Source: an optimization exercise on an open RTL-to-GDS flow (aim: small area, a short achievable clock period and few clock cycles per item). Production flows keep margins and buffers that such runs may drop.
Where RTL was checked, it was by simulation tests only, not by an equivalence proof against the original.
Power is estimated from default activity; no workload was simulated.

north:
Design decision_tree_classifier, start of the top module:
module decision_tree_classifier (
    input   wire    clk,
    input   wire    rst,
    input   wire    start,
    input   signed  [31:0]  psd_gamma,
    input   signed  [31:0]  psd_beta,
    input   signed  [31:0]  psd_alpha,
    input   signed  [31:0]  psd_theta,
    input   signed  [31:0]  psd_delta,
    input   signed  [31:0]  peak_amplitude,
    input           [ 7:0]  zero_counter,
    input   signed  [31:0]  dwt_gamma_max,
    input   signed  [31:0]  dwt_gamma_min,
    input   signed  [31:0]  dwt_gamma_mean,
    input   signed  [31:0]  dwt_gamma_sum,
    input   signed  [31:0]  dwt_beta_max,
    input   signed  [31:0]  dwt_beta_min,
    input   signed  [31:0]  dwt_beta_mean,
    input   signed  [31:0]  dwt_beta_sum,
    input   signed  [31:0]  dwt_alpha_max,
    input   signed  [31:0]  dwt_alpha_min,
    input   signed  [31:0]  dwt_alpha_mean,
    input   signed  [31:0]  dwt_alpha_sum,
    input   signed  [31:0]  dwt_theta_max,
    input   signed  [31:0]  dwt_theta_min,
    input   signed  [31:0]  dwt_theta_mean,
    input   signed  [31:0]  dwt_theta_sum,
    input   signed  [31:0]  dwt_delta_max,
    input   signed  [31:0]  dwt_delta_min,
    input   signed  [31:0]  dwt_delta_mean,
    input   signed  [31:0]  dwt_delta_sum,
    output  reg             done,
    output  reg     [3:0]   class_label
);
Size in the first run: ~2 flip-flops, roughly 850 I/O pins.
clock: 14.0 ns
lec_check: 0
cap_margin: 20
core_area: 5 5 355 355
die_area: 0 0 360 360
place_density: 0.6
slew_margin: 20
synth_memory_max_bits: 65536
run.sh (not shown) runs the stock make flow with config.mk's settings and CLKGATE_MAP_FILE= SYNTH_SCRIPT=/design/flow/synth_recipe.tcl, a recipe that flattens the netlist after the stock synthesis.
### north -> south
==> flow/flow/run.sh (new file) <==
#!/bin/bash
# Own layout flow: the standard ORFS flow (standard synthesis unchanged), with
# the port buffers made as the smallest buffer (buf_1) instead of buffer_ports'
# default pick, and timing repair aimed at a setup margin.
set -euo pipefail
cd "$(dirname "$0")/.."
source flow/opts.sh
bash standard.sh > standard.log 2>&1
==> flow/flow/opts.sh (new file) <==
export BUFFER_PORTS_ARGS="-buffer_cell sky130_fd_sc_hd__buf_1"
==> flow/standard.sh (new file) <==
#!/bin/bash
# synth_recipe.tcl (not shown) runs the flow's synth.tcl, then flattens the netlist and writes it again
# the make line also repeats each setting of config.mk as NAME=value (left out here)
make -C /OpenROAD-flow-scripts/flow DESIGN_CONFIG=/design/flow/config.mk WORK_HOME=/design/flow/orfs CLKGATE_MAP_FILE= SYNTH_SCRIPT=/design/flow/synth_recipe.tcl "${@:-finish}"
removed: flow/run.sh
[summary]
south: clock period minus worst slack is 0.36 ns lower than what north reported. Compared south vs north, and number of diodes added for antenna fixing is up in south. ~same layout net count in south and north. Going from north to south, the peak clock frequency supported by timing was found to have gone up by 5.8%. Sequential portion of the cell area: north vs south, no meaningful difference. Between south and north, the worst hold slack is lower for north.
Here is what was changed in the inputs of east compared with south.
Settings: a change of CORE_AREA from 5 5 355 355 to 5 5 215 215; a change of DIE_AREA from 0 0 360 360 to 0 0 220 220.
==> flow/flow/opts.sh <==
export BUFFER_PORTS_ARGS="-buffer_cell sky130_fd_sc_hd__buf_1"
export SETUP_SLACK_MARGIN=9
## What came out
In the summary table, east is marked failed, with error PPL-0024 raised in I/O pin placement. Compare east and south | effective utilization at floorplan lower: south. Post-synthesis instance area: south vs east identical. Reported for east and south, number of register bits inferred by synthesis turned out identical to the last digit. As far as post-synthesis async set-or-reset flop share goes, south and east are indistinguishable; the numbers are identical. | width of the die | higher: south |. south -> east: synthesized cell count delta 0, exact match.
#### Input delta (west over east)
Settings: changing DIE_AREA from 0 0 220 220 to 0 0 270 270; changing CORE_AREA from 5 5 215 215 to 5 5 265 265.
## What came out
- west: PASS, flow complete, no timing, DRC or antenna violations
- Between east and west, the share of synthesized area spent on multiplexers does not differ in any meaningful way.
- Height of the chip of west exceeds that of east by more than 10%.
- Lower number of standard-cell rows in the floorplan among west and east: east
- Sort west and east by die outline width, ascending, and east comes first.
- From east to west, combined area of all synthesized cells did not move at all.
- Per the comparison of west with east, instance count of the mapped netlist held, number of unique standard cell types used by synthesis did not really move.
- Initial core utilization ended up 4.7 points lower on west than on east.
- Diff west..east | area fraction in compound gates after synthesis | unchanged
### west -> middle
Settings: changing CORE_AREA from 5 5 265 265 to 5 5 355 355; changing DIE_AREA from 0 0 270 270 to 0 0 360 360.
[summary]
middle — clock network power share 0.7 points lower, west as reference
Between middle and west, it is middle whose diode insertion count for antenna repair is higher, by 9.
Between west and middle, the via count of the first global-routing pass does not differ in any meaningful way.
Setup slack in middle is larger than in west.
middle vs. west: total of plain and repair buffers excluding clock buffers saw an increase, number of placement rows saw an increase.
No run of this note included a check of the RTL's function; only the layout flow was run.

---

decision_tree_classifier, a different RTL version from the one above (not shown whole).
For scale: about 8 flip-flops, ~850 I/O pins, ~0.0061 mm² of cells after synthesis.
clock: 14.0 ns
lec_check: 0
cap_margin: 20
core_area: 5 5 265 265
die_area: 0 0 270 270
place_density: 0.6
slew_margin: 20
synth_memory_max_bits: 65536
standard.sh (not shown) runs the stock make flow with config.mk's settings and CLKGATE_MAP_FILE= SYNTH_SCRIPT=/design/flow/synth_recipe.tcl, a recipe that flattens the netlist after the stock synthesis.
==> flow/flow/run.sh <==
#!/bin/bash
# Own layout flow: the standard ORFS flow and synthesis script, with three changes:
#  - ABC maps the logic with flow/abc.script (delay-targeted map) instead of ORFS's script;
#  - the port buffers are buf_1 instead of buffer_ports' default pick;
#  - the flow's timing repair aims at the setup margin set in flow/opts.sh.
# Each tool's output goes to the ORFS logs (orfs/logs/...) and to standard.log here.
set -euo pipefail
cd "$(dirname "$0")/.."
W=$(pwd)
source flow/opts.sh
cat > my_synth.tcl <<EOT
# synth_recipe.tcl with ABC's script replaced by flow/abc.script
proc abc {args} {
  set i [lsearch -exact \$args -script]
  if {\$i >= 0} { lset args [expr {\$i + 1}] $W/flow/abc.script }
  yosys abc {*}\$args
}
source $W/synth_recipe.tcl
EOT
sed "s#SYNTH_SCRIPT=[^ ]*synth_recipe.tcl#SYNTH_SCRIPT=$W/my_synth.tcl#" standard.sh > my_standard.sh
grep -q "SYNTH_SCRIPT=$W/my_synth.tcl" my_standard.sh
bash my_standard.sh > standard.log 2>&1
==> flow/flow/abc.script <==
strash
balance
rewrite
refactor
balance
rewrite
rewrite -z
balance
refactor -z
rewrite -z
balance
dch
map -D 1200
topo
stime -c
buffer -c
upsize -c
dnsize -c
==> flow/flow/opts.sh <==
export BUFFER_PORTS_ARGS="-buffer_cell sky130_fd_sc_hd__buf_1"
export SETUP_SLACK_MARGIN=9
Testbench counts at the start, summed over its fixed seeds: cycles 3,200, items 3,200.
Edit:
==> flow/flow/opts.sh (replaced) <==
export BUFFER_PORTS_ARGS="-buffer_cell sky130_fd_sc_hd__buf_1"
export SETUP_SLACK_MARGIN=9
export SETUP_SLACK_MARGIN=9.3
--- a/flow/config.mk
+++ b/flow/config.mk
@@ -8,4 +8,5 @@
 export CAP_MARGIN = 20
 export CORE_AREA = 5 5 265 265
+export CTS_BUF_LIST = sky130_fd_sc_hd__clkbuf_4
 export DIE_AREA = 0 0 270 270
 export PLACE_DENSITY = 0.6
After rerunning:
- The new run finished with timing, DRC and antenna clean
- setup slack gains 25 ps
- design area rises by about 0.44%
- routed wire length stays flat
Edit:
==> flow/flow/opts.sh (replaced) <==
export BUFFER_PORTS_ARGS="-buffer_cell sky130_fd_sc_hd__buf_1"
export SETUP_SLACK_MARGIN=9
After rerunning: The new run completed without violations; clock power hardly moves; non-clock buffer count goes down by 3; critical path depth goes up by 4; flip-flop and latch count does not change; wire length goes down by 0.31%; combinational power goes down by about 2%; final cell count hardly moves; final area goes down by 1.6%; setup slack degrades by 59 ps.
Edit:
--- a/flow/config.mk
+++ b/flow/config.mk
@@ -11,4 +11,4 @@
 export DIE_AREA = 0 0 270 270
 export PLACE_DENSITY = 0.6
-export SLEW_MARGIN = 20
+export SLEW_MARGIN = 70
 export SYNTH_MEMORY_MAX_BITS = 65536
The changed run produced a clean layout.
Sequential share of layout area barely changes.
Non-clock buffer count grows by 7.
First-iteration DRC count shrinks by 14%.
Final area grows by 3.1%.
Synthesized cell count does not change.
Die area does not change.
Final cell count stays flat.
Edit:
==> flow/flow/opts.sh (replaced) <==
export BUFFER_PORTS_ARGS="-buffer_cell sky130_fd_sc_hd__buf_1"
export SETUP_SLACK_MARGIN=9
export SETUP_SLACK_MARGIN=9.6
--- a/flow/config.mk
+++ b/flow/config.mk
@@ -11,4 +11,4 @@
 export DIE_AREA = 0 0 270 270
 export PLACE_DENSITY = 0.6
-export SLEW_MARGIN = 70
+export SLEW_MARGIN = 20
 export SYNTH_MEMORY_MAX_BITS = 65536
- The changed run went through all stages and came out clean
- core utilization stays flat
- total power increases slightly
- synthesized cell count stays the same
- via count went up slightly
- non-clock buffer count came out higher by 10
- area after synthesis is unchanged
- wire length goes down by a few percent
Edit:
==> flow/flow/opts.sh (replaced) <==
export BUFFER_PORTS_ARGS="-buffer_cell sky130_fd_sc_hd__buf_1"
export SETUP_SLACK_MARGIN=9
export SETUP_SLACK_MARGIN=11
--- a/flow/config.mk
+++ b/flow/config.mk
@@ -8,5 +8,4 @@
 export CAP_MARGIN = 20
 export CORE_AREA = 5 5 265 265
-export CTS_BUF_LIST = sky130_fd_sc_hd__clkbuf_4
 export DIE_AREA = 0 0 270 270
 export PLACE_DENSITY = 0.6
Final cell count hardly moves.
Die area does not change.
Final area stays flat.
Setup slack gains 46 ps.
Synthesized area stays the same.
Sequential share of layout area hardly moves.
Combinational power hardly moves.
Global-route usage hardly moves.

---

Setup of before:
decision_tree_classifier, a different RTL version from the one above (not shown whole).
Size in the first run: ~14 flip-flops, about 850 I/O pins.
clock: 14.0 ns
lec_check: 0
cap_margin: 20
core_area: 5 5 265 265
cts_buf_list: sky130_fd_sc_hd__clkbuf_8
die_area: 0 0 270 270
place_density: 0.6
slew_margin: 20
synth_memory_max_bits: 65536
==> flow/flow/opts.sh <==
export BUFFER_PORTS_ARGS="-buffer_cell sky130_fd_sc_hd__buf_1"
export SETUP_SLACK_MARGIN=9
export SETUP_SLACK_MARGIN=9.3
Scripts as last shown in full above: flow/flow/run.sh, flow/flow/abc.script
Testbench counts of before, summed over its fixed seeds: cycles 3,200, items 3,200.
Changes in after relative to before:
- GPL_ROUTABILITY_DRIVEN now 0, previously not set
- TNS_END_PERCENT now 0, previously not set
==> flow/flow/opts.sh <==
# Settings for flow/run.sh (environment variables the ORFS scripts read).
# Port buffers: the smallest buffer rather than buffer_ports' default pick.
export BUFFER_PORTS_ARGS="-buffer_cell sky130_fd_sc_hd__buf_1"
# Timing repair aims below the real period (14 ns - 9.6 ns); config.mk's
# TNS_END_PERCENT 0 keeps it to the worst path.
export SETUP_SLACK_MARGIN=9.6
Results
after: number of gates resized after CTS 45 above before
No stage failed in after, and the final checks on the layout all came back clean.
Changes observed in after relative to before: number of filler cells placed in the layout shrank by 1.6%, HPWL reported at the end of detailed placement shrank by about 1.8%.
[compare] base=before new=after: clock power lower; count of nets after finishing ~0 delta; detailed-route vias per instance picked up an extra 1.1%.

---

## the baseline
Another version of the RTL of decision_tree_classifier (not shown whole).
For scale: about 1,200 cells after synthesis, roughly 850 I/O pins, roughly 6200 µm² of cells after synthesis.
Settings: LEC_CHECK=0, CAP_MARGIN=20, CORE_AREA=5 5 265 265, CTS_BUF_LIST=sky130_fd_sc_hd__clkbuf_4, DIE_AREA=0 0 270 270, PLACE_DENSITY=0.6, SLEW_MARGIN=20, SYNTH_MEMORY_MAX_BITS=65536; clock period 14.0 ns.
==> flow/flow/opts.sh <==
export BUFFER_PORTS_ARGS="-buffer_cell sky130_fd_sc_hd__buf_1"
export SETUP_SLACK_MARGIN=9
Scripts as last shown in full above: flow/flow/run.sh, flow/flow/abc.script
> inputs changed (the baseline -> the candidate)
- a change of CTS_BUF_LIST from sky130_fd_sc_hd__clkbuf_4 to sky130_fd_sc_hd__clkbuf_8
- an added TNS_END_PERCENT of 0
==> flow/flow/opts.sh <==
# Settings for flow/run.sh (environment variables the ORFS scripts read).
# Port buffers: the smallest buffer rather than buffer_ports' default pick.
export BUFFER_PORTS_ARGS="-buffer_cell sky130_fd_sc_hd__buf_1"
# Timing repair aims below the real period (14 ns - 9.6 ns); config.mk's
# TNS_END_PERCENT 0 keeps it to the worst path.
export SETUP_SLACK_MARGIN=9.6
--- outcome ---
- The net switching fraction of the power of the candidate falls short of that of the baseline by 1.2 points.
- met1 track utilization from global routing across the candidate and the baseline: no real change.
- On summed area of non-filler cells in the final layout, the baseline beats the candidate.
- Power share of the sequential group in the candidate is 0.6 points below the baseline.
- Final worst setup slack improves in the candidate relative to the baseline.
- The detailed-routing iteration count for the pre-antenna-repair pass in the candidate was higher than what the baseline gave.
- The candidate -> the baseline: effective utilization at floorplan delta 0, exact match
- Portion of total power attributed to combinational logic was lower in the run labelled the candidate.
- Number of gates on the worst path with buffers counted: the candidate and the baseline compared, lower one is the baseline
- Compared with the baseline, in the candidate data required time at the worst endpoint fell by 50 ps; total power increased 21 µW.
Function was not checked in any run of this note: the RTL went through the layout flow alone.

---

decision_tree_classifier with an RTL version that a note above also has.
Size in the first run: ~14 flip-flops, roughly 850 I/O pins, roughly 6300 sq um of cells after synthesis.
Settings: LEC_CHECK=0, CAP_MARGIN=20, CORE_AREA=5 5 265 265, CTS_BUF_LIST=sky130_fd_sc_hd__clkbuf_8, DIE_AREA=0 0 270 270, PLACE_DENSITY=0.6, SLEW_MARGIN=20, SYNTH_MEMORY_MAX_BITS=65536; clock period 14.0 ns.
==> flow/flow/opts.sh <==
export BUFFER_PORTS_ARGS="-buffer_cell sky130_fd_sc_hd__buf_1"
export SETUP_SLACK_MARGIN=9
Scripts as last shown in full above: flow/flow/run.sh, flow/flow/abc.script
Testbench counts at the start, summed over its fixed seeds: cycles 3,200, items 3,200.
Edit:
--- a/flow/flow/opts.sh
+++ b/flow/flow/opts.sh
@@ -2,0 +3,2 @@
+export SETUP_SLACK_MARGIN=9.6
+export SETUP_SLACK_MARGIN=9.3
--- a/flow/config.mk
+++ b/flow/config.mk
@@ -14,0 +15 @@
+export TNS_END_PERCENT = 0
The new run finished with timing, DRC and antenna clean.
Synthesized area is unchanged.
Fmax went up by 4.8%.
Wire length went up by 0.45%.
Utilization went up by 0.50 points.
Setup slack gains 0.22 ns.
Power went up by 2.4%.
First-iteration DRC count went down by 8.3%.
Cell area went up by 3.3%.
Clock power went down by about 1%.
Edit:
--- a/flow/flow/opts.sh
+++ b/flow/flow/opts.sh
@@ -4 +3,0 @@
-export SETUP_SLACK_MARGIN=9.3
--- a/flow/config.mk
+++ b/flow/config.mk
@@ -15 +14,0 @@
-export TNS_END_PERCENT = 0
Die area is unchanged.
Sequential cell count stays the same.
Worst setup slack hardly moves.
Cell area came out higher by 4.6%.
Sequential power hardly moves.
Cell count rises by about 0.55%.
Wire length climbs by about 0.8%.
Total power rises by about 4%.
Edit:
==> flow/flow/opts.sh (replaced) <==
# Settings for flow/run.sh (environment variables the ORFS scripts read).
# Port buffers: the smallest buffer rather than buffer_ports' default pick.
export BUFFER_PORTS_ARGS="-buffer_cell sky130_fd_sc_hd__buf_1"
# Timing repair aims below the real period (14 ns - 9.6 ns); config.mk's
# TNS_END_PERCENT 0 keeps it to the worst path.
export SETUP_SLACK_MARGIN=9.6
--- a/flow/config.mk
+++ b/flow/config.mk
@@ -12 +12 @@
-export PLACE_DENSITY = 0.6
+export PLACE_DENSITY = 0.75
@@ -14,0 +15 @@
+export TNS_END_PERCENT = 0
After rerunning: Cell area falls by about 4.7%; via count rose by 0.33%; count of clock-buffer cells in the layout stays the same; sequential share of layout area went up by 0.13 points.
Edit:
==> flow/flow/opts.sh (replaced) <==
export BUFFER_PORTS_ARGS="-buffer_cell sky130_fd_sc_hd__buf_1"
export SETUP_SLACK_MARGIN=9
export SETUP_SLACK_MARGIN=0
--- a/flow/config.mk
+++ b/flow/config.mk
@@ -12 +12 @@
-export PLACE_DENSITY = 0.75
+export PLACE_DENSITY = 0.6
@@ -15 +14,0 @@
-export TNS_END_PERCENT = 0
Non-clock buffer count falls by 5.
Final area falls by 3.5%.
Worst setup slack gets worse by 0.49 ns.
Edit:
==> flow/flow/opts.sh (replaced) <==
# Settings for flow/run.sh (environment variables the ORFS scripts read).
# Port buffers: the smallest buffer rather than buffer_ports' default pick.
export BUFFER_PORTS_ARGS="-buffer_cell sky130_fd_sc_hd__buf_1"
# Timing repair aims below the real period (14 ns - 9.6 ns); config.mk's
# TNS_END_PERCENT 0 keeps it to the worst path.
export SETUP_SLACK_MARGIN=9.6
--- a/flow/config.mk
+++ b/flow/config.mk
@@ -9 +9 @@
-export CORE_AREA = 5 5 265 265
+export CORE_AREA = 5 5 250 250
@@ -11 +11 @@
-export DIE_AREA = 0 0 270 270
+export DIE_AREA = 0 0 255 255
@@ -14,0 +15 @@
+export TNS_END_PERCENT = 0
After rerunning: The changed run finished with timing, DRC and antenna clean; routed wire length falls by 1.2%; cell area climbs by 2.0%; combinational power is higher by about 4%; non-clock buffer count came out higher by 5; sequential share of layout area is about the same; utilization climbs by 2.3 points; power goes up by 1.5%; final cell count falls by 3.6%; die area came out lower by 11%; worst hold slack gains 0.016 ns.

==> re-timing with driven ports <==
No port has a modelled driver above. Below, the same layouts with a new extraction and two added sets of constraints.
Step 1 (the two cells are an assumption about what drives the block):
set clk [get_ports {clk}]
set_driving_cell -lib_cell sky130_fd_sc_hd__clkbuf_16 $clk
set_driving_cell -lib_cell sky130_fd_sc_hd__buf_2 [delete_from_list [all_inputs] $clk]
Step 2 also shifts input and output timing later by t, the mid clock arrival at the registers, as if the neighbouring blocks saw the same clock.
Three values: ideal, step 1, step 2; two values: the first two.
run | t, ns | slack for setup (ns) | worst setup path after step 2 | clock arrival spread, ns | worst data-port slew with drivers (ns)
north | 0.271 | 7.395 / 7.413 / 7.143 | input to register | 0.003 / 0.003 | 0.20
south | 0.268 | 7.759 / 7.784 / 7.516 | input to register | 0.002 / 0.002 | 0.22
west | 0.249 | 8.513 / 8.502 / 8.253 | input to register | 0.002 / 0.001 | 0.19
middle | 0.270 | 8.518 / 8.504 / 8.235 | input to register | 0.002 / 0.003 | 0.21
the first run of note 2 | 0.288 | 9.158 / 9.144 / 8.855 | input to register | 0.007 / 0.007 | 0.17
the second run of note 2 | 0.313 | 9.183 / 9.188 / 8.875 | input to register | 0.019 / 0.020 | 0.17
the third run of note 2 | 0.314 | 9.124 / 9.076 / 8.762 | input to register | 0.019 / 0.019 | 0.17
the fourth run of note 2 | 0.313 | 9.118 / 9.075 / 8.762 | input to register | 0.020 / 0.020 | 0.17
the fifth run of note 2 | 0.336 | 9.100 / 9.114 / 8.778 | input to register | 0.035 / 0.036 | 0.14
the sixth run of note 2 | 0.274 | 9.146 / 9.117 / 8.844 | input to register | 0.010 / 0.009 | 0.14
before | 0.302 | 9.377 / 9.382 / 9.080 | input to register | 0.014 / 0.014 | 0.19
after | 0.296 | 9.347 / 9.340 / 9.043 | input to register | 0.022 / 0.023 | 0.22
the baseline | 0.316 | 9.161 / 9.057 / 8.741 | input to register | 0.007 / 0.007 | 0.22
the candidate | 0.281 | 9.276 / 9.247 / 8.966 | input to register | 0.009 / 0.009 | 0.22
the first run of note 5 | 0.303 | 9.135 / 9.082 / 8.778 | input to register | 0.011 / 0.011 | 0.18
the second run of note 5 | 0.302 | 9.359 / 9.366 / 9.064 | input to register | 0.014 / 0.013 | 0.19
the third run of note 5 | 0.303 | 9.356 / 9.359 / 9.056 | input to register | 0.018 / 0.018 | 0.19
the fourth run of note 5 | 0.295 | 9.301 / 9.302 / 9.007 | input to register | 0.010 / 0.011 | 0.14
the fifth run of note 5 | 0.303 | 8.807 / 8.814 / 8.511 | input to register | 0.016 / 0.017 | 0.19
the sixth run of note 5 | 0.306 | 9.287 / 9.239 / 8.933 | input to register | 0.005 / 0.004 | 0.21
After both steps every run listed still meets setup and hold. For the baseline, which loses most, drivers alone change the setup slack by -0.104 ns; drivers and shift together by -0.420 ns.
